What follows belongs to an exercise in optimizing a design on an open flow for small area, a short achievable clock period and few clock cycles per item; a production flow would make more cautious choices. In this exercise RTL edits were held to simulation tests only and were not proved equivalent to the original. Power figures rest on the tool's default switching activity, not on a simulated workload.

==> flow/design.v (outline; a module is shown in full before it is edited, if it fits) <==
// module multiplier: 1332 lines
// module mult_and000: 3 lines
// module mult_cb: 3 lines
// module mult_fa: 4 lines
// module mult_g0000: 3 lines
// module mult_ha: 4 lines
// module mult_one: 3 lines
// module mult_or2: 3 lines
// module mult_pp: 3 lines
// module mult_pps: 3 lines
// module mult_two: 3 lines
// module mult_two0: 3 lines
// module mult_xnor: 3 lines
// module mult_xor: 3 lines
// module mult_y: 3 lines
module multiplier(
	input logic clk,
	input logic rst,
	input logic start_flag,
	input logic[15:0] a,
	input logic[15:0] b,
	output logic[31:0] result,
	output logic status
	);
  // ...
==> flow/flow/run.sh <==
#!/bin/bash
set -euo pipefail
cd "$(dirname "$0")/.."
export BUFFER_PORTS_ARGS="-buffer_cell sky130_fd_sc_hd__buf_1"
bash standard.sh > make.log 2>&1
==> flow/standard.sh <==
#!/bin/bash
# synth_recipe.tcl (not shown) runs the flow's synth.tcl, then flattens the netlist and writes it again
# the make line also repeats each setting of config.mk as NAME=value (left out here)
make -C /OpenROAD-flow-scripts/flow DESIGN_CONFIG=/design/flow/config.mk WORK_HOME=/design/flow/orfs CLKGATE_MAP_FILE= SYNTH_SCRIPT=/design/flow/synth_recipe.tcl "${@:-finish}"
==> flow/config.mk <==
export PLATFORM = sky130hd
export DESIGN_NAME = multiplier
export DESIGN_NICKNAME = multiplier
export VERILOG_FILES = /design/flow/design.v
export SDC_FILE = /design/flow/constraint.sdc
export NUM_CORES = 4
export LEC_CHECK = 0
export CAP_MARGIN = 20
export CORE_MARGIN = 2
export CORE_UTILIZATION = 70
export GPL_TIMING_DRIVEN = 1
export SETUP_SLACK_MARGIN = 0.3
export SLEW_MARGIN = 20
export SYNTH_HIERARCHICAL = 1
==> flow/constraint.sdc <==
create_clock -name core_clock -period 4.0 [get_ports {clk}]
set_input_delay 0.8000 -clock core_clock [delete_from_list [all_inputs] [get_ports {clk}]]
set_output_delay 0.8000 -clock core_clock [all_outputs]
set_load 0.01 [all_outputs]
==> out/metrics.yaml, run 1 <==
post-route-min-period_ns: 3.61
wl_met3_um: 1300
final_common_cell: "xor2_1"
yosysMostFrequentCell: "xor2_1"
clockNetworkAreaShare_pct: 2.44
synth_edf_count: 0
crit_path_end: "q18_1"
core.rowCount: 36
crit_chain: "buf_1 > buf_12 > nand2b_1 > o22ai_2 > a22o_1 > fa_1 > fa_1 > fa_1 > fa_1"
worstSetupStartpointType: "primary input"
synthAdderAreaFrac_pct: 33.4
wl_met1_um: 7590
final-nonclk-buf-share_pct: 8.39
worstMarginPinSlew_ns: 0.733
syn-instance-count: 625
fin_util_pct: 81.6
cts-htree-levels: 3
nClkBuffers: 11
cts_root_buf: "clkbuf_8"
grtUsageMet1_pct: 46.0
seq_cells: 58
synthTopCellsByCount: "xor2_1, a22o_1, fa_1"
drive_gt1_share_pct: 12.5
maxSlewViolCount: 0
crit_slowest_cell: "fa_1"
clk_pin_slew_ns: 0.06
dp_hpwl_um: 14400
cts.path.max_buffers: 2
fmax_ghz: 0.277
stdcell_count: 860
arrival_ns: 3.84
grt_util_met2_pct: 55.8
pg_comb_w: 0.00366
drt_iter0_drc: 515
core_area_sq_um: 9820
finalWorstSetupSlack_ns: 0.393
status: "finished clean"
die-area_sq_um: 11000
Testbench counts, summed over its fixed seeds: cycles 1,608, items 1,600.
==> run 2: changes to the inputs <==
--- a/flow/config.mk
+++ b/flow/config.mk
@@ -9,6 +9,6 @@
 export CORE_MARGIN = 2
 export CORE_UTILIZATION = 70
 export GPL_TIMING_DRIVEN = 1
-export SETUP_SLACK_MARGIN = 0.3
+export SETUP_SLACK_MARGIN = 0.4
 export SLEW_MARGIN = 20
 export SYNTH_HIERARCHICAL = 1
==> run 2 against run 1 <==
  * Still clean
  * Critical path depth increased by 2
  * Sequential share of layout area decreased by 0.32 points
  * Total power increased by 3.3%
  * Area after synthesis unchanged
  * Critical path type is now reg2out
==> out/metrics.yaml, run 2 <==
status: "finished clean"  # unchanged
synth_edf_count: 0  # unchanged
synth_top_cell_area_share_pct: 25.6  # unchanged
cts-htree-levels: 3  # unchanged
grt_overflow: 0  # unchanged
async_flop_share_pct: 1.72  # unchanged
p_per_area_nw_per_um2: 652  # was 645 nW/um^2
ant_nets: 0  # unchanged
dp_hpwl_um: 13900  # was 14400 um
ir_drop_mv: 0.648  # was 0.663 mV
cp_max_fo: 5  # was 24
drt_iter0_drc: 454  # was 515
hold_slack_ns: 0.194  # about the same
setup_viol: 0  # unchanged
io_buffers: 67  # unchanged
hold_violations: 0  # unchanged
cts_root_buf: "clkbuf_8"  # unchanged
yosys-top-cells-area: "fa_1, xor2_1, dfxtp_1"  # unchanged
synth-seq-cells: 58  # unchanged
place.gp.congestion: 0.967  # was 0.980
crit_type: "reg2out"  # was in2reg
dr.pass1.iters: 5  # unchanged
grt_pass1_vias: 5710  # was 5711
dieWidth_um: 105  # unchanged
yosysUniqueCellTypes: 18  # unchanged
clk_pin_slew_ns: 0.07  # was 0.06 ns
yosys.area.top_type: "fa_1"  # unchanged
maxSlewHeadroom_pct: 59.1  # was 51.2%
power_switching_w: 0.00243  # was 0.00236 W
drive_gt1_share_pct: 14.9  # was 12.5%
period_share_pct: 88.1  # was 90.2%
final_common_cell: "xor2_1"  # unchanged
core_area_sq_um: 9820  # unchanged
internal_power_w: 0.00291  # was 0.00281 W
synthTopCellsByCount: "xor2_1, a22o_1, fa_1"  # unchanged
worstSetupStartpointType: "flip-flop"  # was primary input
final_cell_mix: "xor2_1, a22o_1, fa_1, buf_1, dfxtp_1"  # unchanged
ios: 68  # unchanged
drt_wl_total_um: 18200  # was 17700 um
p_clk_share_pct: 10.6  # was 10.5%
area_delta_synth_final_pct: 15.2  # was 12.6%
crit_chain: "ha_1 > and2_1 > and2_1 > and2_1 > a21o_4 > a21o_4 > a21o_1 > a21o_1 > a21o_1 > inv_1 > buf_1"  # was buf_1 > buf_12 > nand2b_1 > o22ai_2 > a22o_1 > fa_1 > fa_1 > fa_1 > fa_1
fin_nets: 897  # was 892
grt_max_degree: 25  # unchanged
power_frac_comb_pct: 71.0  # was 70.9%
cp.required_ns: 3.20  # was 4.23 ns
arrival_ns: 2.72  # was 3.84 ns
cts.path.max_buffers: 2  # unchanged
numCtsBuffers: 9  # unchanged
wire_per_inst_um: 21.0  # was 20.6 um
maxSlewViolCount: 0  # unchanged
synth_area_per_cell_sq_um: 11.4  # unchanged
tns_ns: 0  # unchanged
cts_tree: "yes"  # unchanged
ys.flop_type: "dfxtp_1"  # unchanged
min-delay-path-class: "in2async"  # unchanged
endpoint_kind: "primary output"  # was flip-flop
initial_utilization_pct: 72.4  # unchanged
path_buf_inv: 2  # unchanged
cp_slowest_stage_delay_ns: 0.34  # was 0.59 ns
seqPwrFrac_pct: 18.5  # was 18.6%
die-area_sq_um: 11000  # unchanged
fmax_ghz: 0.284  # was 0.277 GHz
drc_errors: 0  # unchanged
die_y_um: 105  # unchanged
syn_nets: 795  # unchanged
leakagePower_nw: 3.86  # was 3.80 nW
yosysMostFrequentCell: "xor2_1"  # unchanged
ys_warn_count: 7  # unchanged
finalWorstSetupSlack_ns: 0.477  # was 0.393 ns
globalRouteTotalUtil_pct: 33.6  # was 33.9%
viasPerCell: 6.35  # was 6.33
rsz0062_at_grt: "no"  # was yes
critical-path-top-delay-family: "compound AO/OA/AOI/OAI gates"  # was adder cells
stdcell_count: 865  # was 860
ys_seq_area_share_pct: 16.4  # unchanged
numClockSinks: 58  # unchanged
p_sw_share_pct: 45.4  # was 45.6%
synth_area_sq_um: 7110  # unchanged
grt_first_pass_wirelength_um: 28700  # was 28900 um
syn-instance-count: 625  # unchanged
hold_buffers: 0  # unchanged
n_antenna_cell: 0  # unchanged
vias: 5492  # was 5448
dp.cells: 842  # was 844
crit_slowest_cell: "ha_1"  # was fa_1
core.rowCount: 36  # unchanged
post-route-min-period_ns: 3.52  # was 3.61 ns
worstMarginPinSlew_ns: 0.613  # was 0.733 ns
antenna_found_initial: 0  # unchanged
drv_cap: 0  # unchanged
place_ws_ns: -0.100  # was -0.0598 ns
[run 2: cell counts after synthesis]
Identical to the previous run, type by type.
[run 2: cell families (layout without fill, tap and decap cells)]
logic type	count (synthesis)	in the layout	synth area share (%)
xor+xnor	164	164	20.2
simple gates	38	38	3.20
compound gates	194	194	23.3
flops	58	58	16.4
buf+inv	36	143	3.54
fa+ha+maj	135	135	33.4
[run 2: metal layers]
layer / vias up / wire length, um / track usage (%)
met2: 290 / 8680 / 54.6
li1: 2428 / - / -
met5: - / 0 / 0
met3: 40 / 1610 / 6.92
met4: 0 / 382 / 10.4
met1: 2734 / 7490 / 45.3
[run 2: worst paths after layout]
check	from	end	slack, ns	cells after the start
hold / removal	rst	done	0.19	1
max in group asynchronous	rst	done	3.71	1
min in group core_clock	start_flag	done	0.54	1
setup / recovery	q15_1	result[31]	0.48	11
[run 2: power by group through the flow]
stage          sequential, W  combinational [W]  clock [W]
2_1_floorplan       0.000947            0.00320          0
3_3_place_gp        0.000968            0.00343          0
3_5_place_dp        0.000973            0.00363          0
4_1_cts             0.000963            0.00371   0.000572
5_1_grt              0.00101            0.00423   0.000596
6_report            0.000986            0.00379   0.000564
[run 2: timing repair]
item | 4_1_cts | 5_1_grt
pin swaps | 2 | 3
setup buffers | 1 | 6
gates resized for setup | 10 | 15
setup endpoints to repair | 16 | 23
[run 2: through the flow]
step | utilization, % | power [W] | area (sq um)
floorplan | - | 0.00415 | 7160
global placement | 79.2 | 0.00439 | 7770
detailed placement | 79.2 | 0.00460 | 7770
CTS | 82.0 | 0.00524 | 8050
global route | 83.4 | 0.00583 | 8190
finish | 83.4 | 0.00534 | 8190
[run 2: final cells by class]
type,instances,area [sq um]
well taps,133,166
clock inverters,5,52.6
multi-input cells,531,5890
clock buffers,11,151
inverters,5,18.8
fillers,579,1630
flip-flops and latches,58,1170
repair buffers,122,753
[run 2: Yosys stat by module (local to each module, per instance), excerpt]
module | cells | flops+latches
mult_and000 | 1 | 0
mult_cb | 1 | 0
mult_fa | 1 | 0
mult_g0000 | 1 | 0
mult_ha | 1 | 0
mult_one | 1 | 0
mult_or2 | 1 | 0
mult_pps | 1 | 0
mult_two | 3 | 0
mult_xor | 1 | 0
mult_y | 1 | 0
multiplier | 94 | 58
==> run 3: changes to the inputs <==
==> flow/flow/run.sh (replaced) <==
#!/bin/bash
set -euo pipefail
cd "$(dirname "$0")/.."
export BUFFER_PORTS_ARGS="-buffer_cell sky130_fd_sc_hd__buf_2"
bash standard.sh > make.log 2>&1
--- a/flow/config.mk
+++ b/flow/config.mk
@@ -8,6 +8,7 @@
 export CAP_MARGIN = 20
 export CORE_MARGIN = 2
 export CORE_UTILIZATION = 70
+export GPL_ROUTABILITY_DRIVEN = 0
 export GPL_TIMING_DRIVEN = 1
 export SETUP_SLACK_MARGIN = 0.4
 export SLEW_MARGIN = 20
==> run 3 against run 2 <==
  * Still clean
  * Sequential power barely moved
  * Synthesized cell count is the same
  * Area after synthesis unchanged
  * Combinational power grew 2%
  * Worst hold slack better by 0.028 ns
  * Cell area decreased by 2.2%
  * Critical path type unchanged
  * Highest routed layer unchanged
==> out/metrics.yaml, run 3 <==
synth_edf_count: 0  # unchanged
wire_per_inst_um: 20.5  # was 21.0 um
tns_ns: 0  # unchanged
power_switching_w: 0.00238  # was 0.00243 W
synth-seq-cells: 58  # unchanged
ios: 68  # unchanged
maxSlewViolCount: 0  # unchanged
fmax_ghz: 0.285  # was 0.284 GHz
grt_max_degree: 17  # was 25
post-route-min-period_ns: 3.51  # was 3.52 ns
ir_drop_mv: 0.664  # was 0.648 mV
vias: 5386  # was 5492
n_antenna_cell: 0  # unchanged
yosys-top-cells-area: "fa_1, xor2_1, dfxtp_1"  # unchanged
grt_first_pass_wirelength_um: 28400  # was 28700 um
initial_utilization_pct: 72.4  # unchanged
synth_area_sq_um: 7110  # unchanged
ys_seq_area_share_pct: 16.4  # unchanged
drt_iter0_drc: 458  # was 454
final_area_sq_um: 8010  # was 8190 sq um
cts_root_buf: "clkbuf_8"  # unchanged
numCtsBuffers: 9  # unchanged
synth_top_cell_area_share_pct: 25.6  # unchanged
syn_nets: 795  # unchanged
syn-instance-count: 625  # unchanged
worstMarginPinSlew_ns: 0.506  # was 0.613 ns
drc_errors: 0  # unchanged
p_sw_share_pct: 44.0  # was 45.4%
grt_pass1_vias: 5666  # was 5710
stdcell_count: 849  # was 865
p_clk_share_pct: 10.3  # was 10.6%
grt_util_met2_pct: 55.1  # was 54.6%
synth_area_per_cell_sq_um: 11.4  # unchanged
maxSlewHeadroom_pct: 66.3  # was 59.1%
period_share_pct: 87.7  # was 88.1%
power_frac_comb_pct: 71.4  # was 71.0%
dr.pass1.iters: 5  # unchanged
fin_util_pct: 81.6  # was 83.4%
core_area_sq_um: 9820  # unchanged
yosysUniqueCellTypes: 18  # unchanged
cts_tree: "yes"  # unchanged
busiest_layer: "met2"  # unchanged
leakagePower_nw: 3.90  # was 3.86 nW
viasPerCell: 6.34  # was 6.35
rsz0062_at_grt: "yes"  # was no
final_cell_mix: "xor2_1, a22o_1, fa_1, buf_2, dfxtp_1"  # was xor2_1, a22o_1, fa_1, buf_1, dfxtp_1
yosysMostFrequentCell: "xor2_1"  # unchanged
clk_pin_slew_ns: 0.06  # was 0.07 ns
min-delay-path-class: "in2async"  # unchanged
globalRouteTotalUtil_pct: 32.9  # was 33.6%
grtUsageMet1_pct: 43.2  # was 45.3%
placed_area_sq_um: 7720  # was 7770 sq um
drv_cap: 0  # unchanged
die-area_sq_um: 11000  # unchanged
core.rowCount: 36  # unchanged
io_buffers: 67  # unchanged
place_ws_ns: 0.162  # was -0.100 ns
final_common_cell: "xor2_1"  # unchanged
status: "finished clean"  # unchanged
grt_overflow: 0  # unchanged
ant_nets: 0  # unchanged
synthTopCellsByCount: "xor2_1, a22o_1, fa_1"  # unchanged
area_delta_synth_final_pct: 12.6  # was 15.2%
drive_gt1_share_pct: 20.8  # was 14.9%
ys_warn_count: 7  # unchanged
async_flop_share_pct: 1.72  # unchanged
p_per_area_nw_per_um2: 675  # was 652 nW/um^2
numClockSinks: 58  # unchanged
antenna_found_initial: 0  # unchanged
drt_wl_total_um: 17400  # was 18200 um
dieWidth_um: 105  # unchanged
fin_nets: 881  # was 897
crit_type: "reg2out"  # unchanged
hold_violations: 0  # unchanged
seqPwrFrac_pct: 18.3  # was 18.5%
dp.cells: 832  # was 842
arrival_ns: 2.71  # was 2.72 ns
internal_power_w: 0.00303  # was 0.00291 W
cp.required_ns: 3.20  # about the same
ys.flop_type: "dfxtp_1"  # unchanged
dp_hpwl_um: 13700  # was 13900 um
finalWorstSetupSlack_ns: 0.491  # was 0.477 ns
setup_viol: 0  # unchanged
cts.path.max_buffers: 2  # unchanged
worstSetupStartpointType: "flip-flop"  # unchanged
yosys.area.top_type: "fa_1"  # unchanged
endpoint_kind: "primary output"  # unchanged
cts-htree-levels: 3  # unchanged
die_y_um: 105  # unchanged
met3_usage_pct: 6.24  # was 6.92%
cp_max_fo: 5  # unchanged
-- run 3: final cells by class --
cell class	count	area, sq um
Fill cell	650	1810
Inverter	5	18.8
Clock inverter	2	35.0
Tap cell	133	166
Sequential cell	58	1170
Clock buffer	14	163
Multi-Input combinational cell	531	5830
Timing Repair Buffer	106	628
-- run 3: final timing paths --
| path | from | end | slack, ns | cells after the start |
|---|---|---|---|---|
| max in group asynchronous | rst | done | 3.70 | 1 |
| max | q14_1 | result[31] | 0.49 | 11 |
| min in group core_clock | start_flag | done | 0.56 | 1 |
| min | rst | done | 0.22 | 1 |
-- run 3: cells by family (layout without fill, tap and decap cells) --
group,count (synthesis),count (layout),synth area share [%]
compound gates,194,194,23.3
xor+xnor,164,164,20.2
simple gates,38,38,3.20
buf+inv,36,127,3.54
flops,58,58,16.4
fa+ha+maj,135,135,33.4
-- run 3: power groups by stage --
stage	Clock (W)	Combinational (W)	Sequential, W
2_1_floorplan	0	0.00320	0.000947
3_3_place_gp	0	0.00353	0.000965
3_5_place_dp	0	0.00374	0.000977
4_1_cts	0.000566	0.00379	0.000968
5_1_grt	0.000593	0.00432	0.00101
6_report	0.000557	0.00386	0.000989
-- run 3: routing by layer --
layer | share of wire, % | vias to the layer above
met3 | 7.2 | 36
met2 | 49 | 240
met5 | 0 | -
li1 | - | 2390
met4 | 2.0 | 0
met1 | 42 | 2720
-- run 3: worst max-delay path, cell delays in order, from the launching register on --
cell     delay, ns
dfxtp_1       0.30
ha_1          0.33
and2_1        0.17
and2_1        0.17
and2_1        0.16
a21o_4        0.24
a21o_4        0.24
a21o_1        0.22
a21o_1        0.19
a21o_1        0.17
inv_1         0.05
buf_2         0.12
-- run 3: per-module statistics from Yosys (local to each module, per instance), excerpt --
module | cells inside | times used
mult_two | 3 | 7
mult_and000 | 1 | 19
mult_ha | 1 | 44
mult_or2 | 1 | 4
mult_xnor | 1 | 4
mult_two0 | 1 | 1
mult_one | 1 | 7
multiplier | 94 | 1
mult_pps | 1 | 8
mult_g0000 | 1 | 44
mult_fa | 1 | 91
mult_xor | 1 | 25
mult_cb | 1 | 7
mult_y | 1 | 128
-- run 3: metrics by stage --
stage                     power (W)  hold slack [ns]
after global placement      0.00450            0.575
final                       0.00541            0.221
after global routing        0.00592            0.207
after floorplan             0.00415            0.504
after detailed placement    0.00471            0.576
after CTS                   0.00532            0.209
-- run 3: repair_timing --
item	CTS	global route
pin swaps	0	1
setup endpoints to repair	2	6
buffers inserted	0	1
hold buffers	0	0
gates resized for setup	2	8
==> run 4: changes to the inputs <==
--- a/flow/config.mk
+++ b/flow/config.mk
@@ -8,8 +8,8 @@
 export CAP_MARGIN = 20
 export CORE_MARGIN = 2
 export CORE_UTILIZATION = 70
-export GPL_ROUTABILITY_DRIVEN = 0
 export GPL_TIMING_DRIVEN = 1
+export PLACE_DENSITY = 0.8
 export SETUP_SLACK_MARGIN = 0.4
 export SLEW_MARGIN = 20
 export SYNTH_HIERARCHICAL = 1
==> run 4 against run 3 <==
  * Still clean
  * Setup slack improved by 0.022 ns
  * Wire length fell by 0.67%
  * Combinational power barely moved
  * Clock power fell by 12%
  * Clock-buffer cell count fell by 4
  * Total power fell by 1.8%
  * Via count fell by 1.6%
  * Synthesized cell count did not move
  * Critical path type is now in2reg
  * Critical endpoint is now q15_1
==> out/metrics.yaml, run 4 <==
setup_viol: 0  # unchanged
cp.required_ns: 4.23  # was 3.20 ns
grt_overflow: 0  # unchanged
dp_hpwl_um: 13900  # was 13700 um
ios: 68  # unchanged
seqPwrFrac_pct: 18.5  # was 18.3%
hold_violations: 0  # unchanged
final_common_cell: "xor2_1"  # unchanged
drive_gt1_share_pct: 20.8  # about the same
clk_pin_slew_ns: 0.06  # about the same
post-route-min-period_ns: 3.49  # was 3.51 ns
n_antenna_cell: 0  # unchanged
vias: 5298  # was 5386
io_buffers: 67  # unchanged
fmax_ghz: 0.287  # was 0.285 GHz
dr.pass1.iters: 5  # unchanged
synth_area_sq_um: 7110  # unchanged
syn_nets: 795  # unchanged
die_y_um: 105  # unchanged
dieWidth_um: 105  # unchanged
initial_utilization_pct: 72.4  # unchanged
maxSlewViolCount: 0  # unchanged
tns_ns: 0  # unchanged
wl_met3_um: 1180  # was 1250 um
path_buf_inv: 2  # unchanged
period_share_pct: 87.2  # was 87.7%
stdcell_count: 846  # was 849
synth_top_cell_area_share_pct: 25.6  # unchanged
arrival_ns: 3.71  # was 2.71 ns
fin_nets: 878  # was 881
ys.flop_type: "dfxtp_1"  # unchanged
synth_edf_count: 0  # unchanged
worstSetupStartpointType: "primary input"  # was flip-flop
crit_type: "in2reg"  # was reg2out
cp_slowest_stage_delay_ns: 0.59  # was 0.33 ns
p_sw_share_pct: 44.8  # was 44.0%
crit_slowest_cell: "fa_1"  # was ha_1
cts_tree: "yes"  # unchanged
status: "finished clean"  # unchanged
drc_errors: 0  # unchanged
yosys-top-cells-area: "fa_1, xor2_1, dfxtp_1"  # unchanged
rsz0062_at_grt: "no"  # was yes
worstMarginPinSlew_ns: 0.525  # was 0.506 ns
syn-instance-count: 625  # unchanged
drv_cap: 0  # unchanged
crit_chain: "buf_2 > buf_4 > xor2_1 > a22o_1 > fa_1 > fa_1 > fa_1 > fa_1"  # was ha_1 > and2_1 > and2_1 > and2_1 > a21o_4 > a21o_4 > a21o_1 > a21o_1 > a21o_1 > inv_1 > buf_2
synth_area_per_cell_sq_um: 11.4  # unchanged
numCtsBuffers: 9  # unchanged
place.gp.congestion: 0.946
internal_power_w: 0.00293  # was 0.00303 W
cts.path.max_buffers: 2  # unchanged
grt_pass1_vias: 5592  # was 5666
die-area_sq_um: 11000  # unchanged
highest_layer: "met4"  # unchanged
antenna_found_initial: 0  # unchanged
synthTopCellsByCount: "xor2_1, a22o_1, fa_1"  # unchanged
p_clk_share_pct: 9.2  # was 10.3%
ys_warn_count: 7  # unchanged
viasPerCell: 6.26  # was 6.34
crit_top_cell: "fa_1"
drt_iter0_drc: 366  # was 458
grt_first_pass_wirelength_um: 27400  # was 28400 um
maxSlewHeadroom_pct: 64.9  # was 66.3%
cp_max_fo: 17  # was 5
yosysUniqueCellTypes: 18  # unchanged
final_cell_mix: "xor2_1, a22o_1, fa_1, buf_2, dfxtp_1"  # unchanged
globalRouteTotalUtil_pct: 32.2  # was 32.9%
endpoint_kind: "flip-flop"  # was primary output
min-delay-path-class: "in2async"  # unchanged
dp.cells: 829  # was 832
cts-htree-levels: 3  # unchanged
yosysMostFrequentCell: "xor2_1"  # unchanged
drt_wl_total_um: 17300  # was 17400 um
wl_met1_um: 7390  # was 7310 um
core.rowCount: 36  # unchanged
numClockSinks: 58  # unchanged
synth-seq-cells: 58  # unchanged
ys_seq_area_share_pct: 16.4  # unchanged
area_delta_synth_final_pct: 11.6  # was 12.6%
wl_met2_um: 8250  # was 8480 um
place_ws_ns: 0.138  # was 0.162 ns
cts_root_buf: "clkbuf_8"  # unchanged
ant_nets: 0  # unchanged
p_per_area_nw_per_um2: 668  # was 675 nW/um^2
grt_max_degree: 18  # was 17
critical-path-top-delay-family: "adder cells"  # was compound AO/OA/AOI/OAI gates
yosys.area.top_type: "fa_1"  # unchanged
fill_cells: 654  # was 650
core_area_sq_um: 9820  # unchanged
finalWorstSetupSlack_ns: 0.513  # was 0.491 ns
power_switching_w: 0.00238  # about the same
async_flop_share_pct: 1.72  # unchanged
power_frac_comb_pct: 72.3  # was 71.4%
ir_drop_mv: 0.731  # was 0.664 mV
leakagePower_nw: 3.88  # was 3.90 nW
hold_buffers: 0  # unchanged
wire_per_inst_um: 20.4  # was 20.5 um
[run 4: worst paths after layout]
kind | slack [ns] | cells after the start | from | end
max | 0.51 | 8 | b[7] | q15_1
max in group asynchronous | 3.71 | 1 | rst | done
min | 0.21 | 1 | rst | done
min in group core_clock | 0.55 | 1 | start_flag | done
[run 4: area by class of cell]
class,instances,area (sq um),share of cell area [%]
multi-input combinational,531,5810,73.2
clock inverter,6,32.5,0.410
clock buffer,10,138,1.73
tap,133,166,2.10
inverter,5,18.8,0.236
timing repair buffer,103,606,7.63
sequential,58,1170,14.7
[run 4: cells by family (layout without fill, tap and decap cells)]
| group | after synthesis | in the layout | synth area share [%] |
|---|---|---|---|
| adder cells (fa/ha/maj) | 135 | 135 | 33.4 |
| flip-flops | 58 | 58 | 16.4 |
| XOR/XNOR | 164 | 164 | 20.2 |
| buffers and inverters | 36 | 124 | 3.54 |
| AND/OR/NAND/NOR | 38 | 38 | 3.20 |
| AO/OA/AOI/OAI | 194 | 194 | 23.3 |
[run 4: modules after synthesis, one instance, submodules excluded]
module       cell area [sq um]  flops+latches
mult_and000               6.26              0
mult_cb                   11.3              0
mult_fa                   20.0              0
mult_g0000                7.51              0
mult_ha                   12.5              0
mult_one                  8.76              0
mult_or2                  6.26              0
mult_pp                   8.76              0
mult_pps                  5.00              0
mult_two                  22.5              0
mult_two0                 13.8              0
mult_xnor                 8.76              0
mult_xor                  8.76              0
mult_y                    8.76              0
multiplier                1420             58
[run 4: stage by stage]
stage                     util, %  total power, W  instance area (sq um)  hold WS [ns]
after floorplan                 -         0.00415                   7160         0.504
after global routing         80.9         0.00580                   7940         0.201
final                        80.9         0.00531                   7940         0.208
after global placement       78.4         0.00450                   7700         0.574
after detailed placement     78.4         0.00470                   7700         0.576
after CTS                    80.1         0.00521                   7870         0.201
[run 4: what timing repair did]
item | 4_1_cts | 5_1_grt
endpoints found under the setup margin | 0 | 4
resized for setup | 0 | 9
endpoints found under the hold margin | 0 | 0
buffers inserted | 0 | 1
[run 4: power by group through the flow]
stage / Clock (W) / Sequential (W) / Combinational, W
after floorplan: 0 / 0.000947 / 0.00320
after global placement: 0 / 0.000963 / 0.00354
after detailed placement: 0 / 0.000971 / 0.00373
after CTS: 0.000495 / 0.000963 / 0.00375
after global routing: 0.000519 / 0.00100 / 0.00428
final: 0.000489 / 0.000981 / 0.00384
[run 4: routing by layer]
layer | track usage [%] | vias up
li1 | - | 2395
met1 | 41.0 | 2636
met2 | 53.8 | 223
met3 | 6.61 | 44
met4 | 13.0 | 0
met5 | 0 | -
==> run 5: changes to the inputs <==
--- a/flow/config.mk
+++ b/flow/config.mk
@@ -9,7 +9,6 @@
 export CORE_MARGIN = 2
 export CORE_UTILIZATION = 70
 export GPL_TIMING_DRIVEN = 1
-export PLACE_DENSITY = 0.8
 export SETUP_SLACK_MARGIN = 0.4
 export SLEW_MARGIN = 20
 export SYNTH_HIERARCHICAL = 1
==> run 5 against run 4 <==
  * Cell count unchanged
  * Total power unchanged
  * Worst hold slack unchanged
  * Critical path type unchanged
  * Largest cell class unchanged
  * Largest power group unchanged
==> out/metrics.yaml, run 5 <==
vias: 5298  # unchanged
place.gp.congestion: 0.946  # unchanged
syn-instance-count: 625  # unchanged
io_buffers: 67  # unchanged
status: "finished clean"  # unchanged
hold_slack_ns: 0.208  # unchanged
ys_warn_count: 7  # unchanged
min-delay-path-class: "in2async"  # unchanged
ys_seq_area_share_pct: 16.4  # unchanged
dr.pass1.iters: 5  # unchanged
dieWidth_um: 105  # unchanged
viasPerCell: 6.26  # unchanged
n_antenna_cell: 0  # unchanged
synth_top_cell_area_share_pct: 25.6  # unchanged
drc_errors: 0  # unchanged
numClockSinks: 58  # unchanged
ir_drop_mv: 0.731  # unchanged
core_area_sq_um: 9820  # unchanged
ant_nets: 0  # unchanged
area_delta_synth_final_pct: 11.6  # unchanged
hold_buffers: 0  # unchanged
drt_iter0_drc: 366  # unchanged
setup_viol: 0  # unchanged
grt_first_pass_wirelength_um: 27400  # unchanged
cp.required_ns: 4.23  # about the same
synth_area_sq_um: 7110  # unchanged
endpoint_kind: "flip-flop"  # unchanged
numCtsBuffers: 9  # unchanged
leakagePower_nw: 3.88  # unchanged
cp_max_fo: 17  # unchanged
yosysUniqueCellTypes: 18  # unchanged
rsz0062_at_grt: "no"  # unchanged
antenna_found_initial: 0  # unchanged
async_flop_share_pct: 1.72  # unchanged
die_y_um: 105  # unchanged
register_area_sq_um: 1170  # unchanged
multiInputGateArea_sq_um: 5810  # unchanged
initial_utilization_pct: 72.4  # unchanged
synthTopCellsByCount: "xor2_1, a22o_1, fa_1"  # unchanged
maxSlewHeadroom_pct: 64.9  # unchanged
die-area_sq_um: 11000  # unchanged
grt_max_degree: 18  # unchanged
drv_cap: 0  # unchanged
worstMarginPinSlew_ns: 0.525  # unchanged
hold_violations: 0  # unchanged
yosysMostFrequentCell: "xor2_1"  # unchanged
cts.path.max_buffers: 2  # unchanged
dp_hpwl_um: 13900  # unchanged
clk_pin_slew_ns: 0.06  # about the same
place_ws_ns: 0.138  # unchanged
final_cell_mix: "xor2_1, a22o_1, fa_1, buf_2, dfxtp_1"  # unchanged
synth_edf_count: 0  # unchanged
total_power_w: 0.00531  # unchanged
yosys-top-cells-area: "fa_1, xor2_1, dfxtp_1"  # unchanged
globalRouteTotalUtil_pct: 32.2  # unchanged
grt_pass1_vias: 5592  # unchanged
cts_root_buf: "clkbuf_8"  # unchanged
period_share_pct: 87.2  # unchanged
worstSetupStartpointType: "primary input"  # unchanged
p_per_area_nw_per_um2: 668  # unchanged
drive_gt1_share_pct: 20.8  # unchanged
fill_cells: 654  # unchanged
wire_per_inst_um: 20.4  # unchanged
finalWorstSetupSlack_ns: 0.513  # unchanged
ios: 68  # unchanged
tns_ns: 0  # unchanged
core.rowCount: 36  # unchanged
crit_type: "in2reg"  # unchanged
cts_tree: "yes"  # unchanged
maxSlewViolCount: 0  # unchanged
grt_overflow: 0  # unchanged
ys.flop_type: "dfxtp_1"  # unchanged
synth-seq-cells: 58  # unchanged
syn_nets: 795  # unchanged
final_common_cell: "xor2_1"  # unchanged
fmax_ghz: 0.287  # unchanged
yosys.area.top_type: "fa_1"  # unchanged
arrival_ns: 3.71  # about the same
post-route-min-period_ns: 3.49  # unchanged
cts-htree-levels: 3  # unchanged
synth_area_per_cell_sq_um: 11.4  # unchanged
drt_wl_total_um: 17300  # unchanged
fin_nets: 878  # unchanged
[run 5: cell counts after synthesis]
No cell type changed its count.
[run 5: worst max-delay path by stage]
stage           from          to  slack, ns
2_1_floorplan   b[2]       q15_1       0.42
3_3_place_gp    b[7]       q17_1       0.23
3_5_place_dp    b[1]        q5_0       0.14
4_1_cts         q9_1  result[31]       0.42
5_1_grt        q15_1  result[30]       0.41
6_report        b[7]       q15_1       0.51
[run 5: worst max-delay path, stage by stage]
cell and delay, ns:
buf_2 0.20, buf_4 0.31, xor2_1 0.14, a22o_1 0.26, fa_1 0.52, fa_1 0.48
fa_1 0.59, fa_1 0.42
[run 5: timing repair]
action / CTS / global route
resized for setup: 0 / 9
endpoints found under the setup margin: 0 / 4
setup buffers: 0 / 1
[run 5: logic make-up after synthesis]
group / Yosys count / share of synthesized area (%)
flops: 58 / 16.4
fa+ha+maj: 135 / 33.4
simple gates: 38 / 3.20
xor+xnor: 164 / 20.2
buf+inv: 36 / 3.54
compound gates: 194 / 23.3
[run 5: metrics by stage]
stage | instances | util (%) | instance area (sq um)
detailed placement | 829 | 78.4 | 7700
finish | 846 | 80.9 | 7940
global placement | 829 | 78.4 | 7700
floorplan | 625 | - | 7160
global route | 846 | 80.9 | 7940
CTS | 845 | 80.1 | 7870
[run 5: final cells by class]
| type | count | share of cell area, % |
|---|---|---|
| clock buffer | 10 | 1.73 |
| timing repair buffer | 103 | 7.63 |
| tap | 133 | 2.10 |
| inverter | 5 | 0.236 |
| multi-input combinational | 531 | 73.2 |
| sequential | 58 | 14.7 |
| clock inverter | 6 | 0.410 |
[run 5: Yosys stat by module (local to each module, per instance), excerpt]
module / cells inside / cell area [sq um] / copies in the design / flip-flops and latches
mult_two: 3 / 22.5 / 7 / 0
mult_g0000: 1 / 7.51 / 44 / 0
multiplier: 94 / 1420 / 1 / 58
mult_ha: 1 / 12.5 / 44 / 0
mult_pp: 1 / 8.76 / 128 / 0
mult_y: 1 / 8.76 / 128 / 0
mult_xnor: 1 / 8.76 / 4 / 0
mult_one: 1 / 8.76 / 7 / 0
mult_two0: 1 / 13.8 / 1 / 0
[run 5: power by group]
group / internal, W / total [W] / leakage [nW] / switching [W]
combinational: 0.00182 / 0.00384 / 3.30 / 0.00202
sequential: 0.000877 / 0.000981 / 0.492 / 0.000104
clock: 0.000235 / 0.000489 / 0.0916 / 0.000253
[run 5: metal layers]
metal | track usage, % | routed length (um) | share of wire (%)
met4 | 13.0 | 430 | 2.5
met5 | 0 | 0 | 0
met2 | 53.8 | 8250 | 48
met1 | 41.0 | 7390 | 43
met3 | 6.61 | 1180 | 6.8

[afterwards: timing with drivers on the ports]
Ports are ideal in the flow. The routed layouts listed here were re-timed in OpenROAD.
Step 1, drivers: a clkbuf_16 drives clk and a buf_2 each remaining input, both assumed.
Step 2, shift: input delay + t, output delay - t, t = (earliest + latest rising clock arrival at the registers) / 2. This alone moves slack from input paths to output paths.
Slacks: no drivers / after step 1 / after step 2; pairs: no drivers / after step 1.
run | shift t [ns] | setup slack, ns | hold WS [ns] | worst setup path after step 2 | worst data-port slew with drivers (ns)
run 1 | 0.386 | 0.393 / 0.394 / 0.008 | 0.194 / 0.186 / 0.572 | input to register | 0.04
run 2 | 0.387 | 0.477 / 0.442 / 0.113 | 0.194 / 0.191 / 0.578 | input to register | 0.04
run 3 | 0.381 | 0.491 / 0.456 / 0.126 | 0.221 / 0.210 / 0.591 | input to register | 0.04
run 4 | 0.394 | 0.513 / 0.477 / 0.137 | 0.208 / 0.195 / 0.589 | input to register | 0.03
run 5 | 0.394 | 0.513 / 0.477 / 0.137 | 0.208 / 0.195 / 0.589 | input to register | 0.03
After both steps every run listed still meets setup and hold. For run 1, which loses most, drivers alone change the setup slack by +0.001 ns; drivers and shift together by -0.385 ns.
